Context: an optimization exercise on an open-source flow, tuned for a short achievable clock period, few clock cycles per item and low power. The choices shown serve that exercise and are no tape-out recipe.

==> 12-05: inputs <==
// PID_controller
module PID_controller #(
    parameter W = 16,
    parameter signed MAX_VAL = 32767,
    parameter signed MIN_VAL = -32768
)(
    input logic clk,
    input logic reset_n,
    input  logic signed [W-1:0] s_axi_tdata,
    input  logic s_axi_tvalid,
    output logic s_axi_tready,
    input  logic signed [W-1:0] Kp, Ki, Kd,
    input  logic signed [W-1:0] setpoint,
    output logic [W-1:0] m_axi_tdata,
    output logic m_axi_tvalid,
    input  logic m_axi_tready
);
  logic vA, vB, vC, vo, vs, rdy;
  logic [15:0] skid;
  wire adv = ~vs;
  wire take = s_axi_tvalid & adv;
  assign s_axi_tready = rdy;       
  logic [16:0] e1, e0, df;
  logic [7:0] kp_neg, kp_one, kp_two, ki_neg, ki_one, ki_two, kd_neg, kd_one, kd_two;
  wire [16:0] e_new = {setpoint[15], setpoint} - {s_axi_tdata[15], s_axi_tdata};
  function automatic [23:0] booth_enc(input logic [15:0] k);
    logic [16:0] kk;
    logic [7:0] ng, on, tw;
    kk = {k, 1'b0};
    for (int j = 0; j < 8; j++) begin
      ng[j] = kk[2*j+2];
      on[j] = kk[2*j+1] ^ kk[2*j];
      tw[j] = (kk[2*j+2] & ~kk[2*j+1] & ~kk[2*j]) | (~kk[2*j+2] & kk[2*j+1] & kk[2*j]);
    end
    booth_enc = {ng, on, tw};
  endfunction
  always_ff @(posedge clk or negedge reset_n) begin
    if (!reset_n) begin
      e1 <= '0;
      e0 <= '0;
      vA <= 1'b0;
    end else begin
      if (adv) vA <= take;
      if (take) begin
        e1 <= e_new;
        e0 <= e1;
      end
    end
  end
  always_ff @(posedge clk) begin
    if (take) df <= e0 - e1;
    {kp_neg, kp_one, kp_two} <= booth_enc(Kp);
    {ki_neg, ki_one, ki_two} <= booth_enc(Ki);
    {kd_neg, kd_one, kd_two} <= booth_enc(Kd);
  end
  ...
==> flow/config.mk <==
export PLATFORM = sky130hd
export DESIGN_NAME = PID_controller
export DESIGN_NICKNAME = PID_controller
export VERILOG_FILES = /design/flow/design.v
export SDC_FILE = /design/flow/constraint.sdc
export NUM_CORES = 4
export LEC_CHECK = 0
export CAP_MARGIN = 20
export CORE_MARGIN = 2
export CORE_UTILIZATION = 40
export SETUP_SLACK_MARGIN = 3.6
export SLEW_MARGIN = 20
export SYNTH_HIERARCHICAL = 1
export SYNTH_MINIMUM_KEEP_SIZE = 0
==> flow/constraint.sdc <==
create_clock -name core_clock -period 7.5 [get_ports {clk}]
set_input_delay 1.5000 -clock core_clock [delete_from_list [all_inputs] [get_ports {clk}]]
set_output_delay 1.5000 -clock core_clock [all_outputs]
set_load 0.01 [all_outputs]
run.sh (not shown) runs the stock make flow with config.mk's settings and CLKGATE_MAP_FILE= SYNTH_SCRIPT=/design/flow/synth_recipe.tcl, a recipe that flattens the netlist after the stock synthesis.
==> inputs of 01-04, as changes to 12-05 <==
--- a/flow/design.v
+++ b/flow/design.v
@@ -1522,26 +1522,31 @@
   wire fs200065, fc200066;
   pid_fa u_fs200065 (.a(acc[32]), .b(pdx[32]), .c(pdy[32]), .s(fs200065), .co(fc200066));
   wire fs200067, fc200068;
   pid_fa u_fs200067 (.a(acc[33]), .b(pdx[33]), .c(pdy[33]), .s(fs200067), .co(fc200068));
   assign ux = {fc200066, fc200064, fc200062, fc200060, fc200058, fc200056, fc200054, fc200052, fc200050, fc200048, fc200046, fc200044, fc200042, fc200040, fc200038, fc200036, fc200034, fc200032, fc200030, fc200028, fc200026, fc200024, fc200022, fc200020, fc200018, fc200016, fc200014, fc200012, fc200010, fc200008, fc200006, fc200004, hc200002, hs200001};
   assign uy = {fs200067, fs200065, fs200063, fs200061, fs200059, fs200057, fs200055, fs200053, fs200051, fs200049, fs200047, fs200045, fs200043, fs200041, fs200039, fs200037, fs200035, fs200033, fs200031, fs200029, fs200027, fs200025, fs200023, fs200021, fs200019, fs200017, fs200015, fs200013, fs200011, fs200009, fs200007, fs200005, fs200003, pdy[0]};
   wire [16:0] lo_sum = {1'b0, ux[15:0]} + {1'b0, uy[15:0]};
   wire [15:0] s_lo = lo_sum[15:0];                                    
-  wire c15 = lo_sum[15] ^ ux[15] ^ uy[15];                            
-  wire [33:15] hx = ux[33:15] ^ uy[33:15];
-  wire [33:15] ho = ux[33:15] | uy[33:15];
-  wire [33:15] ha = ux[33:15] & uy[33:15];
-  wire s_hi_zero = (&(hx[33:16] ~^ ho[32:15])) & (hx[15] ~^ c15);
-  wire s_hi_ones = (&(hx[33:16] ^ ha[32:15])) & (hx[15] ^ c15);
-  wire s_lo_zero = ~|lo_sum[14:0];
-  wire s_lo_ones = &lo_sum[14:0];
-  wire not_sat = (s_hi_zero & ~s_lo_ones) | (s_hi_ones & ~s_lo_zero);
-  wire in_range = s_hi_zero | s_hi_ones;
+  wire [15:0] lo15 = {1'b0, ux[14:0]} + {1'b0, uy[14:0]};
+  wire c15 = lo15[15];                                                
+  wire [33:0] hx = ux ^ uy;
+  wire [33:0] ho = ux | uy;
+  wire [33:0] ha = ux & uy;
+  wire hi_zero_r = &(hx[33:16] ~^ ho[32:15]);        
+  wire hi_ones_r = &(hx[33:16] ^ ha[32:15]);         
+  wire z0 = hi_zero_r & ~hx[15], z1 = hi_zero_r & hx[15];             
+  wire o0 = hi_ones_r & hx[15],  o1 = hi_ones_r & ~hx[15];            
+  wire s_lo_zero = ~hx[0] & (&(hx[14:1] ~^ ho[13:0]));                
+  wire s_lo_ones = hx[0] & (&(hx[14:1] ^ ha[13:0]));                  
+  wire ns0 = (z0 & ~s_lo_ones) | (o0 & ~s_lo_zero);
+  wire ns1 = (z1 & ~s_lo_ones) | (o1 & ~s_lo_zero);
+  wire not_sat = c15 ? ns1 : ns0;
+  wire in_range = c15 ? (z1 | o1) : (z0 | o0);
   wire [18:0] hi_sum = {1'b0, ux[32:15]} + {1'b0, uy[32:15]};
   wire c33 = hi_sum[18] | ((&hx[32:15]) & c15);
   wire s_neg = hx[33] ^ c33;
   wire [15:0] out_new = in_range ? s_lo : (s_neg ? 16'h8000 : 16'h7fff);
   wire [33:0] acc_inc = acc + ib;
   wire fire = adv & vC;
   always_ff @(posedge clk or negedge reset_n) begin
     if (!reset_n) acc <= '0;
SETUP_SLACK_MARGIN = 3.7   (was 3.6)
==> flow_metrics.env <==
export IMPL_critPathMaxStageDelay_ps=590
export IMPL_maxUsedRoutingLayer="met4"
export IMPL_status="timing/DRC/antenna clean"
export IMPL_yosysTopAreaCellShare_pct=26.6
export IMPL_die_width_um=317
export IMPL_critical_path_slowest_cell="fa_1"
export IMPL_hpwl_um=68500
export IMPL_synth_compound_area_share_pct=13.2
export IMPL_vias=25300
export IMPL_nonClkBufAreaFrac_pct=4.23
Source of the figures above: 12-05

==> flow_metrics.env <==
export IMPL_vias=25500
export IMPL_hpwl_um=72100
export IMPL_maxUsedRoutingLayer="met5"
export IMPL_status="timing/DRC/antenna clean"
export IMPL_yosysTopAreaCellShare_pct=26.3
export IMPL_synth_compound_area_share_pct=13.0
export IMPL_nonClkBufAreaFrac_pct=3.63
export IMPL_critPathMaxStageDelay_ps=640
Source of the figures above: 01-04

No run of this note included a check of the RTL's function; only the layout flow was run.

==> branch amber <==
Another version of the RTL of PID_controller (not shown whole).
## PID_controller
module PID_controller #(
    parameter W = 16,
    parameter signed MAX_VAL = 32767,
    parameter signed MIN_VAL = -32768
)(
    input logic clk,
    input logic reset_n,
    input  logic signed [W-1:0] s_axi_tdata,
    input  logic s_axi_tvalid,
    output logic s_axi_tready,
    input  logic signed [W-1:0] Kp, Ki, Kd,
    input  logic signed [W-1:0] setpoint,
    output logic [W-1:0] m_axi_tdata,
    output logic m_axi_tvalid,
    input  logic m_axi_tready
);
clock: 7.5 ns
lec_check: 0
cap_margin: 20
core_margin: 2
core_utilization: 40
cts_cluster_diameter: 70
cts_cluster_size: 25
setup_slack_margin: 3.7
slew_margin: 20
synth_hierarchical: 1
synth_minimum_keep_size: 0
==> branch violet (differences from branch amber) <==
--- a/flow/design.v
+++ b/flow/design.v
@@ -251,22 +251,22 @@
   pid_fa u_fs193 (.a(ppp72), .b(ppp90), .c(ppp108), .s(fs193), .co(fc194));
   wire hs195, hc196;
   pid_ha u_hs195 (.a(ppp126), .b(ppp144), .s(hs195), .co(hc196));
   wire fs197, fc198;
   pid_fa u_fs197 (.a(pppn20), .b(ppp37), .c(ppp55), .s(fs197), .co(fc198));
   wire fs199, fc200;
   pid_fa u_fs199 (.a(ppp73), .b(ppp91), .c(ppp109), .s(fs199), .co(fc200));
-  wire fs201 = ~(ppp127 ^ ppp145);
-  wire fc202 = ppp127 | ppp145;
+  wire fs201, fc202;
+  pid_fa u_fs201 (.a(ppp127), .b(ppp145), .c(1'b1), .s(fs201), .co(fc202));
   wire fs203, fc204;
   pid_fa u_fs203 (.a(ppp38), .b(ppp56), .c(ppp74), .s(fs203), .co(fc204));
   wire fs205, fc206;
   pid_fa u_fs205 (.a(ppp92), .b(ppp110), .c(ppp128), .s(fs205), .co(fc206));
-  wire hs207 = ~ppp146;
-  wire hc208 = ppp146;
+  wire hs207, hc208;
+  pid_ha u_hs207 (.a(ppp146), .b(1'b1), .s(hs207), .co(hc208));
   wire fs209, fc210;
   pid_fa u_fs209 (.a(pppn40), .b(ppp57), .c(ppp75), .s(fs209), .co(fc210));
   wire fs211, fc212;
   pid_fa u_fs211 (.a(ppp93), .b(ppp111), .c(ppp129), .s(fs211), .co(fc212));
   wire fs213, fc214;
   pid_fa u_fs213 (.a(ppp58), .b(ppp76), .c(ppp94), .s(fs213), .co(fc214));
   wire hs215, hc216;
@@ -329,32 +329,32 @@
   pid_fa u_fs271 (.a(fs203), .b(fs205), .c(hs207), .s(fs271), .co(fc272));
   wire fs273, fc274;
   pid_fa u_fs273 (.a(fc204), .b(fc206), .c(hc208), .s(fs273), .co(fc274));
   wire fs275, fc276;
   pid_fa u_fs275 (.a(fs209), .b(fs211), .c(ppp147), .s(fs275), .co(fc276));
   wire fs277, fc278;
   pid_fa u_fs277 (.a(fc210), .b(fc212), .c(fs213), .s(fs277), .co(fc278));
-  wire fs279 = ~(hs215 ^ ppp148);
-  wire fc280 = hs215 | ppp148;
+  wire fs279, fc280;
+  pid_fa u_fs279 (.a(hs215), .b(ppp148), .c(1'b1), .s(fs279), .co(fc280));
   wire fs281, fc282;
   pid_fa u_fs281 (.a(fc214), .b(hc216), .c(fs217), .s(fs281), .co(fc282));
   wire fs283, fc284;
   pid_fa u_fs283 (.a(ppp113), .b(ppp131), .c(ppp149), .s(fs283), .co(fc284));
   wire fs285, fc286;
   pid_fa u_fs285 (.a(fc218), .b(hs219), .c(ppp114), .s(fs285), .co(fc286));
-  wire fs287 = ~(ppp132 ^ ppp150);
-  wire fc288 = ppp132 | ppp150;
+  wire fs287, fc288;
+  pid_fa u_fs287 (.a(ppp132), .b(ppp150), .c(1'b1), .s(fs287), .co(fc288));
   wire fs289, fc290;
   pid_fa u_fs289 (.a(hc220), .b(pppn80), .c(ppp97), .s(fs289), .co(fc290));
   wire fs291, fc292;
   pid_fa u_fs291 (.a(ppp115), .b(ppp133), .c(ppp151), .s(fs291), .co(fc292));
   wire fs293, fc294;
   pid_fa u_fs293 (.a(ppp98), .b(ppp116), .c(ppp134), .s(fs293), .co(fc294));
-  wire hs295 = ~ppp152;
-  wire hc296 = ppp152;
+  wire hs295, hc296;
+  pid_ha u_hs295 (.a(ppp152), .b(1'b1), .s(hs295), .co(hc296));
   wire fs297, fc298;
   pid_fa u_fs297 (.a(pppn100), .b(ppp117), .c(ppp135), .s(fs297), .co(fc298));
   wire hs299, hc300;
   pid_ha u_hs299 (.a(ppp118), .b(ppp136), .s(hs299), .co(hc300));
   wire hs301, hc302;
   pid_ha u_hs301 (.a(ppp5), .b(ppp23), .s(hs301), .co(hc302));
   wire hs303, hc304;
@@ -453,24 +453,24 @@
   pid_fa u_fs395 (.a(fc338), .b(fs339), .c(fs287), .s(fs395), .co(fc396));
   wire fs397, fc398;
   pid_fa u_fs397 (.a(fc340), .b(fs341), .c(fs291), .s(fs397), .co(fc398));
   wire fs399, fc400;
   pid_fa u_fs399 (.a(fc342), .b(fs343), .c(hs295), .s(fs399), .co(fc400));
   wire fs401, fc402;
   pid_fa u_fs401 (.a(fc344), .b(fs345), .c(ppp153), .s(fs401), .co(fc402));
-  wire fs403 = ~(fc346 ^ fs347);
-  wire fc404 = fc346 | fs347;
+  wire fs403, fc404;
+  pid_fa u_fs403 (.a(fc346), .b(fs347), .c(1'b1), .s(fs403), .co(fc404));
   wire fs405, fc406;
   pid_fa u_fs405 (.a(fc348), .b(fs349), .c(ppp155), .s(fs405), .co(fc406));
-  wire fs407 = ~(fc350 ^ hs351);
-  wire fc408 = fc350 | hs351;
+  wire fs407, fc408;
+  pid_fa u_fs407 (.a(fc350), .b(hs351), .c(1'b1), .s(fs407), .co(fc408));
   wire fs409, fc410;
   pid_fa u_fs409 (.a(hc352), .b(pppn140), .c(ppp157), .s(fs409), .co(fc410));
-  wire hs411 = ~ppp158;
-  wire hc412 = ppp158;
+  wire hs411, hc412;
+  pid_ha u_hs411 (.a(ppp158), .b(1'b1), .s(hs411), .co(hc412));
   wire ipp413 = (ki_one[0] & e1[0]) ^ ki_neg[0];
   wire ipp414 = ((ki_one[0] & e1[1]) | (ki_two[0] & e1[0])) ^ ki_neg[0];
   wire ipp415 = ((ki_one[0] & e1[2]) | (ki_two[0] & e1[1])) ^ ki_neg[0];
   wire ipp416 = ((ki_one[0] & e1[3]) | (ki_two[0] & e1[2])) ^ ki_neg[0];
   wire ipp417 = ((ki_one[0] & e1[4]) | (ki_two[0] & e1[3])) ^ ki_neg[0];
   wire ipp418 = ((ki_one[0] & e1[5]) | (ki_two[0] & e1[4])) ^ ki_neg[0];
   wire ipp419 = ((ki_one[0] & e1[6]) | (ki_two[0] & e1[5])) ^ ki_neg[0];
@@ -663,22 +663,22 @@
   pid_fa u_fs605 (.a(ipp484), .b(ipp502), .c(ipp520), .s(fs605), .co(fc606));
   wire hs607, hc608;
   pid_ha u_hs607 (.a(ipp538), .b(ipp556), .s(hs607), .co(hc608));
   wire fs609, fc610;
   pid_fa u_fs609 (.a(ippn432), .b(ipp449), .c(ipp467), .s(fs609), .co(fc610));
   wire fs611, fc612;
   pid_fa u_fs611 (.a(ipp485), .b(ipp503), .c(ipp521), .s(fs611), .co(fc612));
-  wire fs613 = ~(ipp539 ^ ipp557);
-  wire fc614 = ipp539 | ipp557;
+  wire fs613, fc614;
+  pid_fa u_fs613 (.a(ipp539), .b(ipp557), .c(1'b1), .s(fs613), .co(fc614));
   wire fs615, fc616;
   pid_fa u_fs615 (.a(ipp450), .b(ipp468), .c(ipp486), .s(fs615), .co(fc616));
   wire fs617, fc618;
   pid_fa u_fs617 (.a(ipp504), .b(ipp522), .c(ipp540), .s(fs617), .co(fc618));
-  wire hs619 = ~ipp558;
-  wire hc620 = ipp558;
+  wire hs619, hc620;
+  pid_ha u_hs619 (.a(ipp558), .b(1'b1), .s(hs619), .co(hc620));
   wire fs621, fc622;
   pid_fa u_fs621 (.a(ippn452), .b(ipp469), .c(ipp487), .s(fs621), .co(fc622));
   wire fs623, fc624;
   pid_fa u_fs623 (.a(ipp505), .b(ipp523), .c(ipp541), .s(fs623), .co(fc624));
   wire fs625, fc626;
   pid_fa u_fs625 (.a(ipp470), .b(ipp488), .c(ipp506), .s(fs625), .co(fc626));
   wire hs627, hc628;
@@ -741,32 +741,32 @@
   pid_fa u_fs683 (.a(fs615), .b(fs617), .c(hs619), .s(fs683), .co(fc684));
   wire fs685, fc686;
   pid_fa u_fs685 (.a(fc616), .b(fc618), .c(hc620), .s(fs685), .co(fc686));
   wire fs687, fc688;
   pid_fa u_fs687 (.a(fs621), .b(fs623), .c(ipp559), .s(fs687), .co(fc688));
   wire fs689, fc690;
   pid_fa u_fs689 (.a(fc622), .b(fc624), .c(fs625), .s(fs689), .co(fc690));
-  wire fs691 = ~(hs627 ^ ipp560);
-  wire fc692 = hs627 | ipp560;
+  wire fs691, fc692;
+  pid_fa u_fs691 (.a(hs627), .b(ipp560), .c(1'b1), .s(fs691), .co(fc692));
   wire fs693, fc694;
   pid_fa u_fs693 (.a(fc626), .b(hc628), .c(fs629), .s(fs693), .co(fc694));
   wire fs695, fc696;
   pid_fa u_fs695 (.a(ipp525), .b(ipp543), .c(ipp561), .s(fs695), .co(fc696));
   wire fs697, fc698;
   pid_fa u_fs697 (.a(fc630), .b(hs631), .c(ipp526), .s(fs697), .co(fc698));
-  wire fs699 = ~(ipp544 ^ ipp562);
-  wire fc700 = ipp544 | ipp562;
+  wire fs699, fc700;
+  pid_fa u_fs699 (.a(ipp544), .b(ipp562), .c(1'b1), .s(fs699), .co(fc700));
   wire fs701, fc702;
   pid_fa u_fs701 (.a(hc632), .b(ippn492), .c(ipp509), .s(fs701), .co(fc702));
   wire fs703, fc704;
   pid_fa u_fs703 (.a(ipp527), .b(ipp545), .c(ipp563), .s(fs703), .co(fc704));
   wire fs705, fc706;
   pid_fa u_fs705 (.a(ipp510), .b(ipp528), .c(ipp546), .s(fs705), .co(fc706));
-  wire hs707 = ~ipp564;
-  wire hc708 = ipp564;
+  wire hs707, hc708;
+  pid_ha u_hs707 (.a(ipp564), .b(1'b1), .s(hs707), .co(hc708));
   wire fs709, fc710;
   pid_fa u_fs709 (.a(ippn512), .b(ipp529), .c(ipp547), .s(fs709), .co(fc710));
   wire hs711, hc712;
   pid_ha u_hs711 (.a(ipp530), .b(ipp548), .s(hs711), .co(hc712));
   wire hs713, hc714;
   pid_ha u_hs713 (.a(ipp417), .b(ipp435), .s(hs713), .co(hc714));
   wire hs715, hc716;
@@ -865,24 +865,24 @@
   pid_fa u_fs807 (.a(fc750), .b(fs751), .c(fs699), .s(fs807), .co(fc808));
   wire fs809, fc810;
   pid_fa u_fs809 (.a(fc752), .b(fs753), .c(fs703), .s(fs809), .co(fc810));
   wire fs811, fc812;
   pid_fa u_fs811 (.a(fc754), .b(fs755), .c(hs707), .s(fs811), .co(fc812));
   wire fs813, fc814;
   pid_fa u_fs813 (.a(fc756), .b(fs757), .c(ipp565), .s(fs813), .co(fc814));
-  wire fs815 = ~(fc758 ^ fs759);
-  wire fc816 = fc758 | fs759;
+  wire fs815, fc816;
+  pid_fa u_fs815 (.a(fc758), .b(fs759), .c(1'b1), .s(fs815), .co(fc816));
   wire fs817, fc818;
   pid_fa u_fs817 (.a(fc760), .b(fs761), .c(ipp567), .s(fs817), .co(fc818));
-  wire fs819 = ~(fc762 ^ hs763);
-  wire fc820 = fc762 | hs763;
+  wire fs819, fc820;
+  pid_fa u_fs819 (.a(fc762), .b(hs763), .c(1'b1), .s(fs819), .co(fc820));
   wire fs821, fc822;
   pid_fa u_fs821 (.a(hc764), .b(ippn552), .c(ipp569), .s(fs821), .co(fc822));
-  wire hs823 = ~ipp570;
-  wire hc824 = ipp570;
+  wire hs823, hc824;
+  pid_ha u_hs823 (.a(ipp570), .b(1'b1), .s(hs823), .co(hc824));
   wire dpp825 = (kd_one[0] & df[0]) ^ kd_neg[0];
   wire dpp826 = ((kd_one[0] & df[1]) | (kd_two[0] & df[0])) ^ kd_neg[0];
   wire dpp827 = ((kd_one[0] & df[2]) | (kd_two[0] & df[1])) ^ kd_neg[0];
   wire dpp828 = ((kd_one[0] & df[3]) | (kd_two[0] & df[2])) ^ kd_neg[0];
   wire dpp829 = ((kd_one[0] & df[4]) | (kd_two[0] & df[3])) ^ kd_neg[0];
   wire dpp830 = ((kd_one[0] & df[5]) | (kd_two[0] & df[4])) ^ kd_neg[0];
   wire dpp831 = ((kd_one[0] & df[6]) | (kd_two[0] & df[5])) ^ kd_neg[0];
@@ -1075,22 +1075,22 @@
   pid_fa u_fs1017 (.a(dpp896), .b(dpp914), .c(dpp932), .s(fs1017), .co(fc1018));
   wire hs1019, hc1020;
   pid_ha u_hs1019 (.a(dpp950), .b(dpp968), .s(hs1019), .co(hc1020));
   wire fs1021, fc1022;
   pid_fa u_fs1021 (.a(dppn844), .b(dpp861), .c(dpp879), .s(fs1021), .co(fc1022));
   wire fs1023, fc1024;
   pid_fa u_fs1023 (.a(dpp897), .b(dpp915), .c(dpp933), .s(fs1023), .co(fc1024));
-  wire fs1025 = ~(dpp951 ^ dpp969);
-  wire fc1026 = dpp951 | dpp969;
+  wire fs1025, fc1026;
+  pid_fa u_fs1025 (.a(dpp951), .b(dpp969), .c(1'b1), .s(fs1025), .co(fc1026));
   wire fs1027, fc1028;
   pid_fa u_fs1027 (.a(dpp862), .b(dpp880), .c(dpp898), .s(fs1027), .co(fc1028));
   wire fs1029, fc1030;
   pid_fa u_fs1029 (.a(dpp916), .b(dpp934), .c(dpp952), .s(fs1029), .co(fc1030));
-  wire hs1031 = ~dpp970;
-  wire hc1032 = dpp970;
+  wire hs1031, hc1032;
+  pid_ha u_hs1031 (.a(dpp970), .b(1'b1), .s(hs1031), .co(hc1032));
   wire fs1033, fc1034;
   pid_fa u_fs1033 (.a(dppn864), .b(dpp881), .c(dpp899), .s(fs1033), .co(fc1034));
   wire fs1035, fc1036;
   pid_fa u_fs1035 (.a(dpp917), .b(dpp935), .c(dpp953), .s(fs1035), .co(fc1036));
   wire fs1037, fc1038;
   pid_fa u_fs1037 (.a(dpp882), .b(dpp900), .c(dpp918), .s(fs1037), .co(fc1038));
   wire hs1039, hc1040;
@@ -1153,32 +1153,32 @@
   pid_fa u_fs1095 (.a(fs1027), .b(fs1029), .c(hs1031), .s(fs1095), .co(fc1096));
   wire fs1097, fc1098;
   pid_fa u_fs1097 (.a(fc1028), .b(fc1030), .c(hc1032), .s(fs1097), .co(fc1098));
   wire fs1099, fc1100;
   pid_fa u_fs1099 (.a(fs1033), .b(fs1035), .c(dpp971), .s(fs1099), .co(fc1100));
   wire fs1101, fc1102;
   pid_fa u_fs1101 (.a(fc1034), .b(fc1036), .c(fs1037), .s(fs1101), .co(fc1102));
-  wire fs1103 = ~(hs1039 ^ dpp972);
-  wire fc1104 = hs1039 | dpp972;
+  wire fs1103, fc1104;
+  pid_fa u_fs1103 (.a(hs1039), .b(dpp972), .c(1'b1), .s(fs1103), .co(fc1104));
   wire fs1105, fc1106;
   pid_fa u_fs1105 (.a(fc1038), .b(hc1040), .c(fs1041), .s(fs1105), .co(fc1106));
   wire fs1107, fc1108;
   pid_fa u_fs1107 (.a(dpp937), .b(dpp955), .c(dpp973), .s(fs1107), .co(fc1108));
   wire fs1109, fc1110;
   pid_fa u_fs1109 (.a(fc1042), .b(hs1043), .c(dpp938), .s(fs1109), .co(fc1110));
-  wire fs1111 = ~(dpp956 ^ dpp974);
-  wire fc1112 = dpp956 | dpp974;
+  wire fs1111, fc1112;
+  pid_fa u_fs1111 (.a(dpp956), .b(dpp974), .c(1'b1), .s(fs1111), .co(fc1112));
   wire fs1113, fc1114;
   pid_fa u_fs1113 (.a(hc1044), .b(dppn904), .c(dpp921), .s(fs1113), .co(fc1114));
   wire fs1115, fc1116;
   pid_fa u_fs1115 (.a(dpp939), .b(dpp957), .c(dpp975), .s(fs1115), .co(fc1116));
   wire fs1117, fc1118;
   pid_fa u_fs1117 (.a(dpp922), .b(dpp940), .c(dpp958), .s(fs1117), .co(fc1118));
-  wire hs1119 = ~dpp976;
-  wire hc1120 = dpp976;
+  wire hs1119, hc1120;
+  pid_ha u_hs1119 (.a(dpp976), .b(1'b1), .s(hs1119), .co(hc1120));
   wire fs1121, fc1122;
   pid_fa u_fs1121 (.a(dppn924), .b(dpp941), .c(dpp959), .s(fs1121), .co(fc1122));
   wire hs1123, hc1124;
   pid_ha u_hs1123 (.a(dpp942), .b(dpp960), .s(hs1123), .co(hc1124));
   wire hs1125, hc1126;
   pid_ha u_hs1125 (.a(dpp829), .b(dpp847), .s(hs1125), .co(hc1126));
   wire hs1127, hc1128;
@@ -1277,24 +1277,24 @@
   pid_fa u_fs1219 (.a(fc1162), .b(fs1163), .c(fs1111), .s(fs1219), .co(fc1220));
   wire fs1221, fc1222;
   pid_fa u_fs1221 (.a(fc1164), .b(fs1165), .c(fs1115), .s(fs1221), .co(fc1222));
   wire fs1223, fc1224;
   pid_fa u_fs1223 (.a(fc1166), .b(fs1167), .c(hs1119), .s(fs1223), .co(fc1224));
   wire fs1225, fc1226;
   pid_fa u_fs1225 (.a(fc1168), .b(fs1169), .c(dpp977), .s(fs1225), .co(fc1226));
-  wire fs1227 = ~(fc1170 ^ fs1171);
-  wire fc1228 = fc1170 | fs1171;
+  wire fs1227, fc1228;
+  pid_fa u_fs1227 (.a(fc1170), .b(fs1171), .c(1'b1), .s(fs1227), .co(fc1228));
   wire fs1229, fc1230;
   pid_fa u_fs1229 (.a(fc1172), .b(fs1173), .c(dpp979), .s(fs1229), .co(fc1230));
-  wire fs1231 = ~(fc1174 ^ hs1175);
-  wire fc1232 = fc1174 | hs1175;
+  wire fs1231, fc1232;
+  pid_fa u_fs1231 (.a(fc1174), .b(hs1175), .c(1'b1), .s(fs1231), .co(fc1232));
   wire fs1233, fc1234;
   pid_fa u_fs1233 (.a(hc1176), .b(dppn964), .c(dpp981), .s(fs1233), .co(fc1234));
-  wire hs1235 = ~dpp982;
-  wire hc1236 = dpp982;
+  wire hs1235, hc1236;
+  pid_ha u_hs1235 (.a(dpp982), .b(1'b1), .s(hs1235), .co(hc1236));
   assign pS_d = {1'b1, hc412, fc410, fc408, fc406, fc404, fc402, fc400, fc398, fc396, fc394, fc392, fc390, fc388, fc386, fc384, fc382, fc380, fc378, fc376, fc374, fc372, fc370, fc368, fc366, fc364, fc362, fc360, fc358, hc356, hc354, hs353, ppp2, ppp1};
   assign pC_d = {1'b0, pppn160, hs411, fs409, fs407, fs405, fs403, fs401, fs399, fs397, fs395, fs393, fs391, fs389, fs387, fs385, fs383, fs381, fs379, fs377, fs375, fs373, fs371, fs369, fs367, fs365, fs363, fs361, fs359, fs357, hs355, kp_neg[1], 1'b0, kp_neg[0]};
   assign iS_d = {1'b1, hc824, fc822, fc820, fc818, fc816, fc814, fc812, fc810, fc808, fc806, fc804, fc802, fc800, fc798, fc796, fc794, fc792, fc790, fc788, fc786, fc784, fc782, fc780, fc778, fc776, fc774, fc772, fc770, hc768, hc766, hs765, ipp414, ipp413};
   assign iC_d = {1'b0, ippn572, hs823, fs821, fs819, fs817, fs815, fs813, fs811, fs809, fs807, fs805, fs803, fs801, fs799, fs797, fs795, fs793, fs791, fs789, fs787, fs785, fs783, fs781, fs779, fs777, fs775, fs773, fs771, fs769, hs767, ki_neg[1], 1'b0, ki_neg[0]};
   assign dS_d = {1'b1, hc1236, fc1234, fc1232, fc1230, fc1228, fc1226, fc1224, fc1222, fc1220, fc1218, fc1216, fc1214, fc1212, fc1210, fc1208, fc1206, fc1204, fc1202, fc1200, fc1198, fc1196, fc1194, fc1192, fc1190, fc1188, fc1186, fc1184, fc1182, hc1180, hc1178, hs1177, dpp826, dpp825};
   assign dC_d = {1'b0, dppn984, hs1235, fs1233, fs1231, fs1229, fs1227, fs1225, fs1223, fs1221, fs1219, fs1217, fs1215, fs1213, fs1211, fs1209, fs1207, fs1205, fs1203, fs1201, fs1199, fs1197, fs1195, fs1193, fs1191, fs1189, fs1187, fs1185, fs1183, fs1181, hs1179, kd_neg[1], 1'b0, kd_neg[0]};
   always_ff @(posedge clk) begin
@@ -1523,41 +1523,36 @@
   pid_fa u_fs200065 (.a(acc[32]), .b(pdx[32]), .c(pdy[32]), .s(fs200065), .co(fc200066));
   wire fs200067, fc200068;
   pid_fa u_fs200067 (.a(acc[33]), .b(pdx[33]), .c(pdy[33]), .s(fs200067), .co(fc200068));
   assign ux = {fc200066, fc200064, fc200062, fc200060, fc200058, fc200056, fc200054, fc200052, fc200050, fc200048, fc200046, fc200044, fc200042, fc200040, fc200038, fc200036, fc200034, fc200032, fc200030, fc200028, fc200026, fc200024, fc200022, fc200020, fc200018, fc200016, fc200014, fc200012, fc200010, fc200008, fc200006, fc200004, hc200002, hs200001};
   assign uy = {fs200067, fs200065, fs200063, fs200061, fs200059, fs200057, fs200055, fs200053, fs200051, fs200049, fs200047, fs200045, fs200043, fs200041, fs200039, fs200037, fs200035, fs200033, fs200031, fs200029, fs200027, fs200025, fs200023, fs200021, fs200019, fs200017, fs200015, fs200013, fs200011, fs200009, fs200007, fs200005, fs200003, pdy[0]};
   wire [16:0] lo_sum = {1'b0, ux[15:0]} + {1'b0, uy[15:0]};
   wire [15:0] s_lo = lo_sum[15:0];                                    
-  wire [15:0] lo15 = {1'b0, ux[14:0]} + {1'b0, uy[14:0]};
-  wire c15 = lo15[15];                                                
-  wire [33:0] hx = ux ^ uy;
-  wire [33:0] ho = ux | uy;
-  wire [33:0] ha = ux & uy;
-  wire hi_zero_r = &(hx[33:16] ~^ ho[32:15]);        
-  wire hi_ones_r = &(hx[33:16] ^ ha[32:15]);         
-  wire z0 = hi_zero_r & ~hx[15], z1 = hi_zero_r & hx[15];             
-  wire o0 = hi_ones_r & hx[15],  o1 = hi_ones_r & ~hx[15];            
-  wire s_lo_zero = ~hx[0] & (&(hx[14:1] ~^ ho[13:0]));                
-  wire s_lo_ones = hx[0] & (&(hx[14:1] ^ ha[13:0]));                  
-  wire ns0 = (z0 & ~s_lo_ones) | (o0 & ~s_lo_zero);
-  wire ns1 = (z1 & ~s_lo_ones) | (o1 & ~s_lo_zero);
-  wire not_sat = c15 ? ns1 : ns0;
-  wire in_range = c15 ? (z1 | o1) : (z0 | o0);
+  wire c15 = lo_sum[15] ^ ux[15] ^ uy[15];                            
+  wire [33:15] hx = ux[33:15] ^ uy[33:15];
+  wire [33:15] ho = ux[33:15] | uy[33:15];
+  wire [33:15] ha = ux[33:15] & uy[33:15];
+  wire s_hi_zero = (&(hx[33:16] ~^ ho[32:15])) & (hx[15] ~^ c15);
+  wire s_hi_ones = (&(hx[33:16] ^ ha[32:15])) & (hx[15] ^ c15);
+  wire s_lo_zero = ~|lo_sum[14:0];
+  wire s_lo_ones = &lo_sum[14:0];
+  wire not_sat = (s_hi_zero & ~s_lo_ones) | (s_hi_ones & ~s_lo_zero);
+  wire in_range = s_hi_zero | s_hi_ones;
   wire [18:0] hi_sum = {1'b0, ux[32:15]} + {1'b0, uy[32:15]};
   wire c33 = hi_sum[18] | ((&hx[32:15]) & c15);
   wire s_neg = hx[33] ^ c33;
   wire [15:0] out_new = in_range ? s_lo : (s_neg ? 16'h8000 : 16'h7fff);
   wire [33:0] acc_inc = acc + ib;
   wire fire = adv & vC;
   always_ff @(posedge clk or negedge reset_n) begin
     if (!reset_n) acc <= '0;
     else if (fire & not_sat) acc <= acc_inc;
   end
   wire pop = vo & m_axi_tready;
-  wire vs_next = vo & ~pop & (vs | fire);
+  wire vs_next = vs ? ~pop : (fire & vo & ~pop);
   always_ff @(posedge clk or negedge reset_n) begin
     if (!reset_n) begin
       vo <= 1'b0;
       vs <= 1'b0;
       rdy <= 1'b1;
     end else begin
       vs <= vs_next;
- ABC_CLOCK_PERIOD_IN_PS: default -> 4000
- CTS_CLUSTER_DIAMETER: 70 -> default
- CTS_CLUSTER_SIZE: 25 -> default
- SETUP_SLACK_MARGIN: 3.7 -> 3.6
==> qor summary <==
Result of the run: branch violet finished clean; branch amber finished clean
Area taken by flip-flops and latches: branch violet 13,700 um^2; branch amber 13,700 um^2
Combined global-route utilization of all metal layers: branch violet 0.197; branch amber 0.205
Post-route fraction of the period consumed by the critical path: branch violet 0.555; branch amber 0.538
Flip-flop and latch count: branch violet 492; branch amber 489
Signal buffers share of area: branch violet 0.0423; branch amber 0.0400
Upper clock frequency limit: branch violet 240 MHz; branch amber 248 MHz
Setup bufs post-CTS: branch violet 23; branch amber 17
Floorplan Core Area: branch violet 96,700 um^2; branch amber 98,000 um^2
Number of enable-type register cells in the synthesized netlist: branch violet 346; branch amber 343
Number of sinks driven by the clock tree: branch violet 492; branch amber 489
Maximum number of pins on one net before global-route repair: branch violet 155; branch amber 120
Final net count: branch violet 4,031; branch amber 4,077
Final clock-cell share: branch violet 0.0447; branch amber 0.0375
Worst r2r src: branch violet pdy[4]; branch amber pdx[17]
Source of the critical timing path: branch violet pdy[4]; branch amber pdx[17]
Worst setup slack for register-to-register paths: branch violet 3340 ps; branch amber 3460 ps
No run of this note included a check of the RTL's function; only the layout flow was run.

==> separate check: timing with driven ports <==
The results above use ideal ports. As a check the final layouts listed here were re-extracted and re-timed, cells and wires unchanged.
Step 1, drivers: a clkbuf_16 drives clk and a buf_2 each remaining input, both assumed.
Step 2 adds t to the input delays and takes it off the output delays; t is the mean of the earliest and latest rising clock arrival at the registers after step 1. Input paths then give back, and output paths get back, about the clock's delay inside the block.
a / b / c = ideal ports / drivers / drivers and shift; a / b = the first two.
| run | shift t [ns] | setup slack, ns | hold slack, ns | worst setup path at the end | worst data-port slew with drivers (ns) |
|---|---|---|---|---|---|
| 12-05 | 0.682 | 3.339 / 3.339 / 3.127 | 0.419 / 0.419 / 0.419 | input to register | 0.05 |
| 01-04 | 0.695 | 3.645 / 3.645 / 3.159 | 0.421 / 0.421 / 0.421 | input to register | 0.07 |
| branch amber | 0.699 | 3.463 / 3.463 / 3.286 | 0.438 / 0.438 / 0.438 | input to register | 0.11 |
| branch violet | 0.682 | 3.339 / 3.339 / 3.127 | 0.419 / 0.419 / 0.419 | input to register | 0.05 |
After both steps every run listed still meets setup and hold. For 01-04, which loses most, drivers alone change the setup slack by 0.000 ns; drivers and shift together by -0.486 ns.
